Context: an optimization exercise on an open-source flow, tuned for small area. The choices shown serve that exercise and are no tape-out recipe.
The RTL was checked by simulation tests, not by an equivalence proof against the original design.
Power is estimated from default activity; no workload was simulated.

**flow/config.mk**
```make
export PLATFORM = sky130hd
export DESIGN_NAME = top
export DESIGN_NICKNAME = top
export VERILOG_FILES = /design/flow/design.v
export SDC_FILE = /design/flow/constraint.sdc
export NUM_CORES = 4
export LEC_CHECK = 0
export CAP_MARGIN = 20
export CORE_MARGIN = 2
export CORE_UTILIZATION = 40
export SLEW_MARGIN = 20
```
**flow/constraint.sdc**
```tcl
create_clock -name core_clock -period 10.0 [get_ports {clk}]
set_input_delay 2.0000 -clock core_clock [delete_from_list [all_inputs] [get_ports {clk}]]
set_output_delay 2.0000 -clock core_clock [all_outputs]
set_load 0.01 [all_outputs]
```
**flow/design.v**
```verilog
module stepper_zatvaranje(clk, rst, ir_zatvaranje, motor_zatvaranje1, motor_zatvaranje2);
	input clk;
	input rst;
	input ir_zatvaranje;
	output [3:0] motor_zatvaranje1;
	output [3:0] motor_zatvaranje2;
	localparam [11:0] H0 = 12'd348;
	localparam [11:0] HREST = H0 + 12'd1700;           
	localparam [11:0] HEND = HREST + 12'd1428;         
	localparam [4:0]  LEND = 5'd12;
	reg [11:0] hi;
	reg [4:0] lo;
	reg f;           
	wire rest = hi[11];
	wire en = rest | ~ir_zatvaranje;
	wire lo_end = lo[4] & lo[2];                                  
	wire rest_end = ((hi & HEND) == HEND) & lo[3] & lo[2];        
	always @(posedge clk)
	begin
		if (rst | rest_end)
		begin
			hi <= H0;
			lo <= 5'd0;
		end
		else if (en)
		begin
			if (lo_end)
			begin
				lo <= 5'd0;
				hi <= hi + 1'b1;
			end
			else
				lo <= lo + 1'b1;
		end
	end
	always @(posedge clk)
		f <= ~rst & (f | rest);
	wire a0 = (hi == H0);
	wire down = (hi > H0) & (hi <= H0 + 12'd850);
	wire a851 = (hi == H0 + 12'd851);
	wire up = (hi >= H0 + 12'd852) & ((hi < HREST) | ((hi == HREST) & (lo == 5'd0)));
	reg [1:0] idx;
	always @(*)
	begin
		if (up)
			idx = hi[1:0] - H0[1:0];
		else if (a851)
			idx = {1'b0, f} + 2'd1 - 2'd2;    
		else
			idx = {1'b0, f} + 2'd1 - (hi[1:0] - H0[1:0]);
	end
	wire on = down | a851 | up;
	wire [3:0] pat = {~(idx[1] ^ idx[0]), ~idx[1], idx[1] ^ idx[0], idx[1]};
	assign motor_zatvaranje1 = on ? pat : 4'b0000;
	assign motor_zatvaranje2 = {motor_zatvaranje1[2], motor_zatvaranje1[3], motor_zatvaranje1[0], motor_zatvaranje1[1]};
endmodule
module stepper_traka (clk, rst, ir_zatvaranje, ir_pumpa, motor_traka1, motor_traka2);
	input clk;
	input rst;
	input ir_zatvaranje;
	input ir_pumpa;
	output [3:0] motor_traka1;
	output [3:0] motor_traka2;
	parameter [16:0] step_delay = 17'd20;
	parameter [16:0] vrijeme_zatvaranja = 17'd22760;
	parameter [16:0] vrijeme_punjenja = 17'd75000;
	parameter [11:0] input_angle = 12'd3000;
	reg [16:0] StepCounter;    
	reg [11:0] angle;          
	reg blok_z, blok_p, on;
	reg [1:0] m;
	wire sc_ge = StepCounter >= step_delay;
	wire sc_fill_end = ((StepCounter & vrijeme_punjenja) == vrijeme_punjenja);
	wire angle_end = ((angle & input_angle) == input_angle);
	wire move = blok_p | (ir_pumpa & blok_z);
	wire [3:0] pat = {~(m[1] ^ m[0]), ~m[1], m[1] ^ m[0], m[1]};
	assign motor_traka1 = on ? pat : 4'b0000;
	assign motor_traka2 = motor_traka1;
	always @(posedge clk)
	begin
		if (rst)
		begin
			StepCounter <= 17'd0;
			angle <= 12'd0;
			blok_z <= 1'b0;
			blok_p <= 1'b0;
			on <= 1'b0;
			m <= 2'd1;
		end
		else if (move)
		begin
			if (sc_ge)
			begin
				StepCounter <= 17'd0;
				if (angle_end)
				begin
					angle <= 12'd0;
					if (blok_p)
						blok_p <= 1'b0;
					else
						blok_z <= 1'b0;
				end
				else
				begin
					angle <= angle + 1'b1;
					m <= m - 1'b1;
					on <= 1'b1;
				end
			end
			else
				StepCounter <= StepCounter + 2'd2;
		end
		else if (!ir_pumpa)
		begin
			if (sc_fill_end)
			begin
				blok_p <= 1'b1;
				StepCounter <= 17'd0;
			end
			else
			begin
				StepCounter <= StepCounter + 1'b1;
				on <= 1'b0;
			end
		end
		else if (ir_zatvaranje)
		begin
			if (sc_ge)
			begin
				StepCounter <= 17'd0;
				m <= m - 1'b1;
				on <= 1'b1;
			end
			else
				StepCounter <= StepCounter + 1'b1;
		end
		else if (StepCounter < vrijeme_zatvaranja)
		begin
			StepCounter <= StepCounter + 1'b1;
			on <= 1'b0;
		end
		else if (StepCounter == vrijeme_zatvaranja)
		begin
			blok_z <= 1'b1;
			StepCounter <= 17'd0;
		end
	end
endmodule
module pumpa (clk, rst, ir_pumpa, pumpa_switch, dioda_punjenje);
	input clk;
	input rst;
	input ir_pumpa;
	output pumpa_switch;
	output dioda_punjenje;
	reg [16:0] D;
	wire last = ((D & 17'd121919) == 17'd121919);
	wire off = D[16] & (D[15] | D[14]);
	assign pumpa_switch = off;
	assign dioda_punjenje = off;
	always @(posedge clk)
	begin
		if (rst)
			D <= 17'd121919;
		else if (!ir_pumpa)
		begin
			if (last)
				D <= 17'd11920;
			else
				D <= D + 1'b1;
		end
	end
endmodule
module top(clk,
				rst,
				ir_zatvaranje,
				ir_pumpa,
				motor_zatvaranje1,
				motor_zatvaranje2,
				motor_traka1,
				motor_traka2,
				pumpa_switch,
				dioda_punjenje
				);
	input clk;
	input rst;
	input ir_zatvaranje;
	input ir_pumpa;
	output [3:0] motor_zatvaranje1;
	output [3:0] motor_zatvaranje2;
	output [3:0] motor_traka1;
	output [3:0] motor_traka2;
	output pumpa_switch;
	output dioda_punjenje;
	stepper_zatvaranje step_motor_zatvaranje (
		.clk (clk),
		.rst (rst),
		.ir_zatvaranje (ir_zatvaranje),
		.motor_zatvaranje1 (motor_zatvaranje1),
		.motor_zatvaranje2 (motor_zatvaranje2)
		);
	stepper_traka step_motor_traka (
		.clk (clk),
		.rst (rst),
		.ir_zatvaranje (ir_zatvaranje),
		.ir_pumpa (ir_pumpa),
		.motor_traka1 (motor_traka1),
		.motor_traka2 (motor_traka2)
		);
	pumpa pumpa (
		.clk (clk),
		.rst (rst),
		.ir_pumpa (ir_pumpa),
		.pumpa_switch (pumpa_switch),
		.dioda_punjenje (dioda_punjenje)
		);
endmodule
```
**flow/run.sh**
```bash
#!/bin/bash
# synth_recipe.tcl (not shown) runs the flow's synth.tcl, then flattens the netlist and writes it again
# the make line also repeats each setting of config.mk as NAME=value (left out here)
make -C /OpenROAD-flow-scripts/flow DESIGN_CONFIG=/design/flow/config.mk WORK_HOME=/design/flow/orfs CLKGATE_MAP_FILE= SYNTH_SCRIPT=/design/flow/synth_recipe.tcl finish
```
==> summary.txt <==
- Initial core utilization: just over 40%
- Critical path type: flop to primary output
- Mapped Area: 4140 sq um
- Horiz. Die Dim: 106 um
- Share of layout cells above drive strength 1: approximately 7.7%
- Clock Sinks: slightly below 70
- Grt total ovfl: 0
- CP peak stage delay: 0.57 ns
- # resized after CTS: 0
- Comb pwr share: about 11%
- Crit-path max FO: 9
- Max Slew Vio Count: 0
- Final number of setup-violating endpoints: 0
- Num CTS Buffers: 9
- Area of the multi-input gates: 2470 sq um
- Max_slew headroom: between 40 and 50%
- Wire length per cell: between 10 and 15 um
- I/O Buffers: 21
- Largest family of logic cells by synthesized area: simple AND/OR/NAND/NOR gates
- Lkg Pwr: 1.58 nW
- Final instance area: ~4500 sq um
- NetSw: approximately 160 uW
- DR vias: between 3000 and 4000
- Tot GR Track Use: 17.1%
- Asr flop ratio synth: 0%
- Final hold violations: 0
- Setup TNS: 0 ns
- FMAX: 208 MHz
- Vias in the first global route: 3335
- WP data required: 8.00 ns
- Reg2Reg Depth: 5
- Synth Area in Adders: 3.02%
- Main synth FF type: dfxtp_1
- Max cap viols: 0
- RD Place Congestion: 0.875
- Status: timing/DRC/antenna clean
- Max VDD drop: ~0.12 mV
- Register Area: 1380 sq um
- Die H: 106 um
- TritonRoute pass-1 iters: 4
- Fin crit share: between 40 and 50%
- Sequential cell fraction of total power: 52.2%
- CTS tree: done
- Family with the most delay on the worst path: simple AND/OR/NAND/NOR gates
- Yosys warnings: 3
- CTS Root Cell: clkbuf_8
- First-pass GRT wire length: 15600 um
- Worst Tran Pin Value: 0.747 ns
- Crit path launch type: flop
- CP endpoint kind: primary output
- Cell depth of the worst setup path: 7
- Row cnt: 37
- Worst-case clock buffer depth: 2
- DRT iter0 DRCs: about 250
- CP arrival: around 2.8 ns
- Clk slew on worst S/H paths: roughly 0.080 ns
- Syn_nets: ~530
- Die ar.: between 10000 and 15000 sq um
- Compound-Gate Fraction of Synth Area: 18.7%
- DP HPWL: 6560 um
- Placed Instances: ~640
- Simple-Gate Fraction of Synth Area: between 20% and 30%
- Sequential area share after synthesis: 33.3%
- Slowest library cell on the worst path: clkdlybuf4s50_1
- Non-Filler Instances: 657
- Setup Fix Bufs, Post-CTS: 0
- Layout Utilization: ~44%
- Initial antenna violation count: 0
- Synth-to-layout area growth: 8.64%
- P_int: 414 uW
- Hold path cells: 2
- Worst-Skew Late Latency: around 0.36 ns
- Ant diodes: 0
- Post-route minimum period: between 4 and 5 ns
- Vias per cell: about 5.5
- Final Total Pwr: around 580 uW
- Crit-path cells: nor4_1 > and4b_1 > a32oi_2 > a21oi_1 > a21o_1 > nor2b_1 > clkdlybuf4s50_1
- PD cells: 128 nW/um^2
- Clock skew after layout: 0.0106 ns
- Area of the core: roughly 10000 sq um
- Cell variety after synth: between 70 and 80
- Worst Hold Class: flop to flop
- RSZ-0062 raised after global routing: no
- Fillers: roughly 1100
- Mux cell area share after synthesis: 1.24%
- Register bit total from synthesis: 69
- Dpl cell area: 4320 sq um
- Power share of the clock group: 36.7%
- Largest net degree at the start of global routing: 25
- Crit path buf inv count: 1
- Detail Route Antenna Nets: 0
- XOR/XNOR share of the synthesized area: approximately 7.6%
- Drc violations: 0
- Switching Fraction: between 20 and 30%
- Number of hold buffers added after CTS: 0
- Avg Cell Area, Syn: approximately 8.1 sq um
- Post-synth EDFFs: 0
- IO Pins: 22
- Final WL: between 9000 and 10000 um
- Nets@finish: 530
- H-tree depth: 3
- Mapped Cells: 513
-- power by group through the flow --
| stage | Sequential [mW] | Combinational (mW) | Clock (mW) |
|---|---|---|---|
| finish | 0.301 | 0.0644 | 0.212 |
| global placement | 0.307 | 0.0635 | 0 |
| floorplan | 0.304 | 0.0499 | 0 |
| CTS | 0.301 | 0.0654 | 0.222 |
| detailed placement | 0.307 | 0.0650 | 0 |
| global route | 0.303 | 0.0731 | 0.235 |
-- worst min-delay path, cell delays in order (launching register included) --
cell	delay [ns]
dfxtp_1	0.34
xnor2_1	0.07
nor2_1	0.07
-- kinds of logic (layout without fill, tap and decap cells) --
group	count (synthesis)	count (layout)
mux	5	5
buf+inv	49	57
flops	69	69
compound gates	116	116
xor+xnor	36	36
fa+ha+maj	10	10
simple gates	228	228
-- registers in the layout, indices dropped and copies added (netlist names) --
name	cells
step_motor_traka.m	2
step_motor_traka.angle	12
step_motor_traka.blok_z	1
pumpa.D	17
step_motor_zatvaranje.f	1
step_motor_traka.StepCounter	17
step_motor_traka.on	1
step_motor_traka.blok_p	1
step_motor_zatvaranje.hi	12
step_motor_zatvaranje.lo	5
-- metrics by stage --
step | hold WS (ns) | worst slack [ns]
after floorplan | 0.458 | 6.08
after global placement | 0.490 | 5.61
after detailed placement | 0.506 | 5.54
after CTS | 0.519 | 5.23
after global routing | 0.544 | 5.05
final | 0.519 | 5.19
-- path summary, 6_finish.rpt --
check	startpoint	slack, ns	to
max	step_motor_zatvaranje.hi[4]	5.19	motor_zatvaranje2[3]
min	step_motor_traka.angle[9]	0.52	step_motor_traka.angle[9]
max reg2reg	step_motor_traka.StepCounter[4]	7.81	step_motor_traka.on
min reg2reg	step_motor_traka.angle[9]	0.52	step_motor_traka.angle[9]
-- synthesized netlist by cell type (11+ instances only) --
cell      n  area, sq um
nor3_1   11         55.1
or3_1    11         68.8
nand3_1  25          125
inv_1    18         67.6
buf_4    12         90.1
a21oi_1  36          180
nand2_1  60          225
o21ai_0  25          125
and3_1   12         75.1
xor2_1   20          175
dfxtp_1  69         1380
xnor2_1  16          140
nor2_1   49          184
-- layer usage --
| metal | global-route usage [%] | vias to the layer above | share of wire (%) |
|---|---|---|---|
| li1 | - | 1839 | - |
| met1 | 20.7 | 1708 | 46 |
| met2 | 29.0 | 59 | 48 |
| met3 | 4.08 | 18 | 3.7 |
| met4 | 7.24 | 0 | 2.3 |
| met5 | 0 | - | 0 |
-- cells in the final DEF (no fill, tap or decap), types with 3 or more instances in the layout --
cell type         n
and3_1           12
nor3_1           11
o211ai_1          3
xnor2_1          16
or2_2             3
a21oi_1          36
a31oi_1           4
nor2b_1           7
nand3_1          25
nor4_1            8
and4_1            4
nand4_1          10
nand2b_1          3
o21ai_1           3
nand2_1          60
clkbuf_8         10
ha_1             10
nor2_1           49
clkdlybuf4s50_1  21
a211oi_1          4
mux2i_1           4
inv_1            18
dfxtp_1          69
or4_1             3
and2_1            4
a221oi_1          3
o21ai_0          25
xor2_1           20
or3_1            11
a21o_1            6
-- cell type report --
cell class                 instances  area share, %
tap                              136           3.78
inverter                          18           1.50
sequential                        69           30.7
timing repair buffer              23           5.00
clock buffer                      10           3.06
multi-input combinational        395           54.9
clock inverter                     6           1.03

[afterwards: timing with drivers on the ports]
How much do the figures lean on ideal ports? The routed layout below was timed once more, with nothing changed but the port constraints. Step 1 (the two cells are an assumption about what drives the block):
set clk [get_ports {clk}]
set_driving_cell -lib_cell sky130_fd_sc_hd__clkbuf_16 $clk
set_driving_cell -lib_cell sky130_fd_sc_hd__buf_2 [delete_from_list [all_inputs] $clk]
Step 2 also shifts input and output timing later by t, the mid clock arrival at the registers, as if the neighbouring blocks saw the same clock. Three values: no drivers, after step 1, after step 2; two values: the first two.
shift t [ns]: 0.385
slack for setup (ns): 5.195 / 5.162 / 5.526
slew at the worst register clock pin (ns): 0.08 / 0.08
worst data-port slew with drivers (ns): 0.03
cell pins on the clock port's net: 1
After both steps setup and hold are still met in this run. The setup slack of this run moves by -0.033 ns with the drivers and by +0.331 ns with both steps.
